This is an optimization exercise on Yosys and OpenROAD, whose aim is small area, a short achievable clock period and few clock cycles per item, not a production implementation.
Where RTL was checked, it was by simulation tests only, not by an equivalence proof against the original.
No activity file was given, so power comes from the tool's default toggle rates.

Design ysyx_mulunit, start of the top module:
module ysyx_mulunit (
    input          clk,
    input          rst_n,
    input          mul_valid,
    input  [63:0]  alu_src1,
    input  [63:0]  alu_src2,
    input  [3:0]   mul_expand_signed,
    output [129:0] mul_res,
    output         sh_fnsh_flag
);
Size: ~270 I/O pins, roughly 0.030 mm^2 of cells after synthesis.
export LEC_CHECK = 0
export CAP_MARGIN = 20
export CORE_MARGIN = 2
export CORE_UTILIZATION = 50
export SETUP_SLACK_MARGIN = 5.0
export SLEW_MARGIN = 20
create_clock -name core_clock -period 8.0 [get_ports {clk}]
standard.sh (not shown) runs the stock make flow with config.mk's settings and CLKGATE_MAP_FILE= SYNTH_SCRIPT=/design/flow/synth_recipe.tcl, a recipe that flattens the netlist after the stock synthesis.
==> flow/flow/run.sh <==
#!/bin/bash
# Layout flow: the standard layout (standard.sh, which also runs the
# standard synthesis) with two resizer settings changed: the port buffers start
# as buf_2 instead of the buffer the resizer picks, and sizing may swap a cell
# for one of another footprint. make's output goes to make.log; each step's
# tool output is in orfs/logs/.
set -euo pipefail
bash standard.sh MATCH_CELL_FOOTPRINT=0 \
    "BUFFER_PORTS_ARGS=-buffer_cell sky130_fd_sc_hd__buf_2" \
    finish > make.log 2>&1
The starting point completed with no timing, DRC or antenna violations.
Then changed:
- SETUP_SLACK_MARGIN: 5.0 -> 4.5
Register-to-register slack improves by 0.06 ns.
Die area is unchanged.
Clock power increases by about 3%.
Sequential power decreases by about 2%.
Total power decreases by 5.9%.
Design area decreases by 3.8%.
Fmax increases by 3.4%.
Global-route usage decreases by 2.9 points.
Count of clock-buffer cells in the layout decreases by 3.
Wire length decreases by 4.4%.
Core utilization decreases by 2.7 points.
Then changed:
==> flow/run.sh (new file) <==
#!/bin/bash
# synth_recipe.tcl (not shown) runs the flow's synth.tcl, then flattens the netlist and writes it again
# the make line also repeats each setting of config.mk as NAME=value (left out here)
make -C /OpenROAD-flow-scripts/flow DESIGN_CONFIG=/design/flow/config.mk WORK_HOME=/design/flow/orfs CLKGATE_MAP_FILE= SYNTH_SCRIPT=/design/flow/synth_recipe.tcl finish
- SETUP_SLACK_MARGIN: 4.5 -> 4.0
removed: flow/flow/run.sh
removed: flow/standard.sh
Result:
- fmax rises slightly
- sequential power hardly moves
- cell count went down by a few percent
- non-clock buffer count came out lower by 150
- power is lower by a little under a tenth
Then changed:
==> flow/flow/run.sh (new file) <==
#!/bin/bash
# Layout flow: the standard layout (standard.sh, which also runs the
# standard synthesis) with two resizer settings changed: the port buffers start
# as buf_2 instead of the buffer the resizer picks, and sizing may swap a cell
# for one of another footprint. make's output goes to make.log; each step's
# tool output is in orfs/logs/.
set -euo pipefail
bash standard.sh MATCH_CELL_FOOTPRINT=0 \
    "BUFFER_PORTS_ARGS=-buffer_cell sky130_fd_sc_hd__buf_2" \
    finish > make.log 2>&1
==> flow/standard.sh (new file) <==
#!/bin/bash
# synth_recipe.tcl (not shown) runs the flow's synth.tcl, then flattens the netlist and writes it again
# the make line also repeats each setting of config.mk as NAME=value (left out here)
make -C /OpenROAD-flow-scripts/flow DESIGN_CONFIG=/design/flow/config.mk WORK_HOME=/design/flow/orfs CLKGATE_MAP_FILE= SYNTH_SCRIPT=/design/flow/synth_recipe.tcl "${@:-finish}"
removed: flow/run.sh
The new run produced a clean layout.
Clock-buffer cell count increases by 6.
Core utilization decreases by 2.5 points.
Design area decreases by a few percent.
Cell count is about the same.
Total power decreases slightly.
Global-route usage barely changes.
No run of this note included a check of the RTL's function; only the layout flow was run.

---

ysyx_mulunit, a different RTL version from the one above (not shown whole).
For scale: ~320 flip-flops, roughly 270 I/O pins, about 0.028 mm² of cells after synthesis.
==> flow/config.mk <==
export PLATFORM = sky130hd
export DESIGN_NAME = ysyx_mulunit
export DESIGN_NICKNAME = ysyx_mulunit
export VERILOG_FILES = /design/flow/design.v
export SDC_FILE = /design/flow/constraint.sdc
export NUM_CORES = 8
export LEC_CHECK = 0
export CAP_MARGIN = 20
export CORE_MARGIN = 2
export CORE_UTILIZATION = 57
export SETUP_SLACK_MARGIN = 4.5
export SLEW_MARGIN = 20
export SYNTH_HIERARCHICAL = 1
==> flow/constraint.sdc <==
create_clock -name core_clock -period 8.0 [get_ports {clk}]
set_input_delay 1.6000 -clock core_clock [delete_from_list [all_inputs] [get_ports {clk}]]
set_output_delay 1.6000 -clock core_clock [all_outputs]
set_load 0.01 [all_outputs]
==> flow/flow/run.sh <==
#!/bin/bash
# Layout flow: the standard layout (standard.sh, which also runs the
# standard synthesis) with these settings changed:
#  - the port buffers start as buf_2 instead of the buffer the resizer picks;
#  - sizing may swap a cell for one of another footprint;
#  - clock tree synthesis inserts no dummy loads.
# make's output goes to make.log; each step's tool output is in orfs/logs/.
set -euo pipefail
bash standard.sh MATCH_CELL_FOOTPRINT=0 \
    "BUFFER_PORTS_ARGS=-buffer_cell sky130_fd_sc_hd__buf_2" \
    "CTS_ARGS=-sink_clustering_enable -repair_clock_nets -dont_use_dummy_load" \
    finish > make.log 2>&1
Testbench counts at the start, summed over its fixed seeds: cycles 34,590, muls 4,800.
Next try:
--- a/flow/config.mk
+++ b/flow/config.mk
@@ -7,5 +7,6 @@
 export LEC_CHECK = 0
+export ABC_AREA = 1
 export CAP_MARGIN = 20
 export CORE_MARGIN = 2
-export CORE_UTILIZATION = 57
+export CORE_UTILIZATION = 50
 export SETUP_SLACK_MARGIN = 4.5
What happened:
- The new run went through all stages and came out clean
- synthesized area rises by a little under a tenth
- wire length rises by a few percent
- via count rises by about a fifth
- register-to-register slack gets better by 110 ps
Next try:
--- a/flow/config.mk
+++ b/flow/config.mk
@@ -7,3 +7,2 @@
 export LEC_CHECK = 0
-export ABC_AREA = 1
 export CAP_MARGIN = 20
@@ -14 +13,2 @@
 export SYNTH_HIERARCHICAL = 1
+export TNS_END_PERCENT = 10
Outcome: Count of clock-buffer cells in the layout is unchanged. Cell count decreases by a quarter to a third. Total power grows slightly. Clock skew goes up by 40 ps. Non-clock buffer count climbs by 7. Worst setup slack degrades by 170 ps. Sequential power is lower by a few percent. Clock power is about the same. Wire length goes down by a few percent.
Next try:
--- a/flow/config.mk
+++ b/flow/config.mk
@@ -10,2 +10,3 @@
 export CORE_UTILIZATION = 50
+export PLACE_DENSITY = 0.7
 export SETUP_SLACK_MARGIN = 4.5
@@ -13,2 +14 @@
 export SYNTH_HIERARCHICAL = 1
-export TNS_END_PERCENT = 10
Outcome: The new run finished clean; design area barely changes; routed wire length rose by a few percent; global-route usage rose by 2.2 points; first-iteration DRC count rose by a few percent; utilization stays flat; count of clock-buffer cells in the layout fell by 3.
Next try:
--- a/flow/config.mk
+++ b/flow/config.mk
@@ -9,4 +9,3 @@
 export CORE_MARGIN = 2
-export CORE_UTILIZATION = 50
-export PLACE_DENSITY = 0.7
+export CORE_UTILIZATION = 44
 export SETUP_SLACK_MARGIN = 4.5
The new run ran to the end with no violations.
Cell count increases by 2.5%.
Final area is about the same.
Power fell by 1.3%.

-- afterwards: timing with drivers on the ports --
Ports are ideal in the flow. The routed layouts listed here were re-timed in OpenROAD. Step 1 assumes that a clkbuf_16 drives the clock port and a buf_2 every other input. Step 2, shift: input delay + t, output delay - t, t = (earliest + latest rising clock arrival at the registers) / 2. This alone moves slack from input paths to output paths. a / b / c = ideal ports / drivers / drivers and shift; a / b = the first two.
| run | t, ns | slack for setup (ns) | hold WS [ns] | worst register clock-pin slew, ns | worst data-port slew with drivers (ns) |
|---|---|---|---|---|---|
| the first run of note 1 | 0.645 | 3.863 / 3.885 / 3.240 | 0.473 / 0.473 / 0.473 | 0.07 / 0.07 | 0.08 |
| the second run of note 1 | 0.645 | 3.999 / 4.003 / 3.357 | 0.535 / 0.535 / 0.535 | 0.07 / 0.07 | 0.11 |
| the third run of note 1 | 0.643 | 4.030 / 4.048 / 3.431 | 0.510 / 0.510 / 0.510 | 0.07 / 0.07 | 0.06 |
| the fourth run of note 1 | 0.621 | 3.957 / 3.958 / 3.337 | 0.502 / 0.502 / 0.502 | 0.06 / 0.06 | 0.11 |
| the first run of note 2 | 0.605 | 4.496 / 4.496 / 4.053 | 0.448 / 0.448 / 0.448 | 0.07 / 0.07 | 0.06 |
| the second run of note 2 | 0.625 | 4.602 / 4.602 / 4.231 | 0.421 / 0.421 / 0.421 | 0.06 / 0.06 | 0.05 |
| the third run of note 2 | 0.609 | 4.430 / 4.430 / 4.005 | 0.418 / 0.418 / 0.418 | 0.06 / 0.06 | 0.08 |
| the fourth run of note 2 | 0.611 | 4.525 / 4.525 / 3.988 | 0.456 / 0.456 / 0.456 | 0.06 / 0.06 | 0.07 |
| the fifth run of note 2 | 0.620 | 4.527 / 4.527 / 4.109 | 0.425 / 0.425 / 0.425 | 0.06 / 0.06 | 0.08 |
After both steps setup and hold are still met in every run listed. The setup slack of the second run of note 1, which loses most, moves by +0.004 ns with the drivers and by -0.642 ns with both steps.
